Context: an optimization exercise on an open-source flow, tuned for small area. The choices shown serve that exercise and are no tape-out recipe.
Function was checked by simulation only, so behaviour that the tests miss may differ from the original.

Setup of job 3170:
==> module xpose_in, before the edit <==
module xpose_in(input clk, input [7:0] oh, input [64:0] rowc, output [87:0] colin);
    reg [8*10-1:0]  l0;
    reg [9*11-1:0]  l1;
    reg [10*11-1:0] l2;
    reg [11*11-1:0] l3;
    reg [12*11-1:0] l4;
    reg [13*11-1:0] l5;
    always @(posedge clk) begin
        l0 <= {l0[7*10-1:0],  rowc[64:55]};
        l1 <= {l1[8*11-1:0],  rowc[54:44]};
        l2 <= {l2[9*11-1:0],  rowc[43:33]};
        l3 <= {l3[10*11-1:0], rowc[32:22]};
        l4 <= {l4[11*11-1:0], rowc[21:11]};
        l5 <= {l5[12*11-1:0], rowc[10:0]};
    end
    wire s0 = oh[5];
    wire s1 = oh[6];
    wire s2 = oh[7];
    wire s3 = oh[0];
    wire s4 = oh[1];
    wire s5 = oh[2];
    genvar j;
    generate for (j = 0; j < 8; j = j + 1) begin : g_col
        assign colin[(8-j)*11-1 -: 11] =
              ({11{s0}} & {1'b0, l0[(7-j)*10 +: 10]})
            | ({11{s1}} & l1[(8-j)*11 +: 11])
            | ({11{s2}} & l2[(9-j)*11 +: 11])
            | ({11{s3}} & l3[(10-j)*11 +: 11])
            | ({11{s4}} & l4[(11-j)*11 +: 11])
            | ({11{s5}} & l5[(12-j)*11 +: 11]);
    end endgenerate
endmodule
==> module xpose_out, before the edit <==
module xpose_out(input clk, input [7:0] oh, input valid, input [70:0] colc, output [95:0] dout);
    reg [6*11-1:0]  y0;
    reg [7*12-1:0]  y1;
    reg [8*12-1:0]  y2;
    reg [9*12-1:0]  y3;
    reg [10*12-1:0] y4;
    reg [11*12-1:0] y5;
    always @(posedge clk) begin
        y0 <= {y0[5*11-1:0],  colc[70:60]};
        y1 <= {y1[6*12-1:0],  colc[59:48]};
        y2 <= {y2[7*12-1:0],  colc[47:36]};
        y3 <= {y3[8*12-1:0],  colc[35:24]};
        y4 <= {y4[9*12-1:0],  colc[23:12]};
        y5 <= {y5[10*12-1:0], colc[11:0]};
    end
    wire o0 = valid & oh[3];
    wire o1 = valid & oh[4];
    wire o2 = valid & oh[5];
    wire o3 = valid & oh[6];
    wire o4 = valid & oh[7];
    wire o5 = valid & oh[0];
    genvar k;
    generate for (k = 0; k < 6; k = k + 1) begin : g_out
        wire [10:0] a0 = y0[(5-k)*11 +: 11];
        assign dout[(8-k)*12-1 -: 12] =
              ({12{o0}} & {a0[10], a0})
            | ({12{o1}} & y1[(6-k)*12 +: 12])
            | ({12{o2}} & y2[(7-k)*12 +: 12])
            | ({12{o3}} & y3[(8-k)*12 +: 12])
            | ({12{o4}} & y4[(9-k)*12 +: 12])
            | ({12{o5}} & y5[(10-k)*12 +: 12]);
    end endgenerate
    assign dout[23:0] = 24'd0;
endmodule
export LEC_CHECK = 0
export CAP_MARGIN = 20
export CORE_MARGIN = 2
export CORE_UTILIZATION = 50
export CTS_BUF_LIST = sky130_fd_sc_hd__clkbuf_8
export CTS_CLUSTER_DIAMETER = 60
export CTS_CLUSTER_SIZE = 16
export GPL_ROUTABILITY_DRIVEN = 1
export PLACE_DENSITY = 0.6
export SLEW_MARGIN = 20
export SYNTH_HIERARCHICAL = 1
create_clock -name core_clock -period 14.0 [get_ports {clk}]
standard.sh (not shown) runs the stock make flow with config.mk's settings and CLKGATE_MAP_FILE= SYNTH_SCRIPT=/design/flow/synth_recipe.tcl, a recipe that flattens the netlist after the stock synthesis.
==> flow/flow/run.sh <==
#!/bin/bash
set -euo pipefail
export BUFFER_PORTS_ARGS="-buffer_cell sky130_fd_sc_hd__buf_1"
bash standard.sh > standard_flow.log 2>&1
Input-level comparison between job 6171 and job 3170:
diff --git a/flow/design.v b/flow/design.v
--- a/flow/design.v
+++ b/flow/design.v
@@ -2306,13 +2306,18 @@
     wire s4 = oh[1];
     wire s5 = oh[2];
-    genvar j;
+    genvar j, b;
     generate for (j = 0; j < 8; j = j + 1) begin : g_col
-        assign colin[(8-j)*11-1 -: 11] =
-              ({11{s0}} & {1'b0, l0[(7-j)*10 +: 10]})
-            | ({11{s1}} & l1[(8-j)*11 +: 11])
-            | ({11{s2}} & l2[(9-j)*11 +: 11])
-            | ({11{s3}} & l3[(10-j)*11 +: 11])
-            | ({11{s4}} & l4[(11-j)*11 +: 11])
-            | ({11{s5}} & l5[(12-j)*11 +: 11]);
+        wire [10:0] v0 = {1'b0, l0[(7-j)*10 +: 10]};
+        wire [10:0] v1 = l1[(8-j)*11 +: 11];
+        wire [10:0] v2 = l2[(9-j)*11 +: 11];
+        wire [10:0] v3 = l3[(10-j)*11 +: 11];
+        wire [10:0] v4 = l4[(11-j)*11 +: 11];
+        wire [10:0] v5 = l5[(12-j)*11 +: 11];
+        for (b = 0; b < 11; b = b + 1) begin : g_bit
+            wire na, nb;
+            dct_aoi222 ma (.a0(s0), .b0(v0[b]), .a1(s1), .b1(v1[b]), .a2(s2), .b2(v2[b]), .y(na));
+            dct_aoi222 mb (.a0(s3), .b0(v3[b]), .a1(s4), .b1(v4[b]), .a2(s5), .b2(v5[b]), .y(nb));
+            assign colin[(7-j)*11 + b] = ~(na & nb);
+        end
     end endgenerate
 endmodule
@@ -2338,17 +2343,25 @@
     wire o4 = valid & oh[7];
     wire o5 = valid & oh[0];
-    genvar k;
+    genvar k, b;
     generate for (k = 0; k < 6; k = k + 1) begin : g_out
         wire [10:0] a0 = y0[(5-k)*11 +: 11];
-        assign dout[(8-k)*12-1 -: 12] =
-              ({12{o0}} & {a0[10], a0})
-            | ({12{o1}} & y1[(6-k)*12 +: 12])
-            | ({12{o2}} & y2[(7-k)*12 +: 12])
-            | ({12{o3}} & y3[(8-k)*12 +: 12])
-            | ({12{o4}} & y4[(9-k)*12 +: 12])
-            | ({12{o5}} & y5[(10-k)*12 +: 12]);
+        wire [11:0] v0 = {a0[10], a0};
+        wire [11:0] v1 = y1[(6-k)*12 +: 12];
+        wire [11:0] v2 = y2[(7-k)*12 +: 12];
+        wire [11:0] v3 = y3[(8-k)*12 +: 12];
+        wire [11:0] v4 = y4[(9-k)*12 +: 12];
+        wire [11:0] v5 = y5[(10-k)*12 +: 12];
+        for (b = 0; b < 12; b = b + 1) begin : g_bit
+            wire na, nb;
+            dct_aoi222 ma (.a0(o0), .b0(v0[b]), .a1(o1), .b1(v1[b]), .a2(o2), .b2(v2[b]), .y(na));
+            dct_aoi222 mb (.a0(o3), .b0(v3[b]), .a1(o4), .b1(v4[b]), .a2(o5), .b2(v5[b]), .y(nb));
+            assign dout[(7-k)*12 + b] = ~(na & nb);
+        end
     end endgenerate
     assign dout[23:0] = 24'd0;
 endmodule
+module dct_aoi222(input a0, input b0, input a1, input b1, input a2, input b2, output y);
+    assign y = ~((a0 & b0) | (a1 & b1) | (a2 & b2));
+endmodule
 module dct2d_core(clk, reset, din, dout);
 input clk, reset;
Notes after the runs:
- Compared with job 3170, cell count of the worst reg-to-reg path in job 6171 increased by a few percent.
- In the metrics for job 3170 and job 6171, the one carrying the higher total placed cells including tap cells is job 3170.
- From job 3170 to job 6171 the numbers moved as follows: detailed route wirelength on metal3 shows an increase of 1.7 mm; synthesized area shows a reduction of 2.7%; xor and xnor area share after synthesis shows no meaningful change; fill cell instance count of the final layout shows a reduction of 3.5%; estimated wirelength of the detail-placed design shows a reduction of 4.3 mm.
- Between job 3170 and job 6171, the flow reports non-clock buffer count decreasing by a little under 10%.
- Compared to job 3170, job 6171 was floorplanned on a smaller die.
- Comparing job 3170 against job 6171, there is no change at all in post-cts repair resize count.
- Total of clock buffers placed in the layout (job 6171 vs. job 3170) increases by a few percent
- Number of tapcells on job 6171 is down relative to job 3170.

## static timing again, ports no longer ideal
No port has a modelled driver above. Below, the same layouts with a new extraction and two added sets of constraints. Step 1: set_driving_cell puts a clkbuf_16 on clk and a buf_2 on each other input, an assumption about the parent block. Step 2 moves the port delays by t, midway between the first and last clock arrival at a register: inputs arrive t later, outputs are due t later. That takes back most of the time a late clock gives input paths. a / b / c = ideal ports / drivers / drivers and shift; a / b = the first two.
| run | t (ns) | slack for setup (ns) | pins driven straight from the clock port |
|---|---|---|---|
| job 3170 | 0.858 | 2.219 / 2.219 / 2.219 | 1 |
| job 6171 | 0.857 | 1.985 / 1.985 / 1.985 | 1 |
After both steps setup and hold are still met in every run listed.
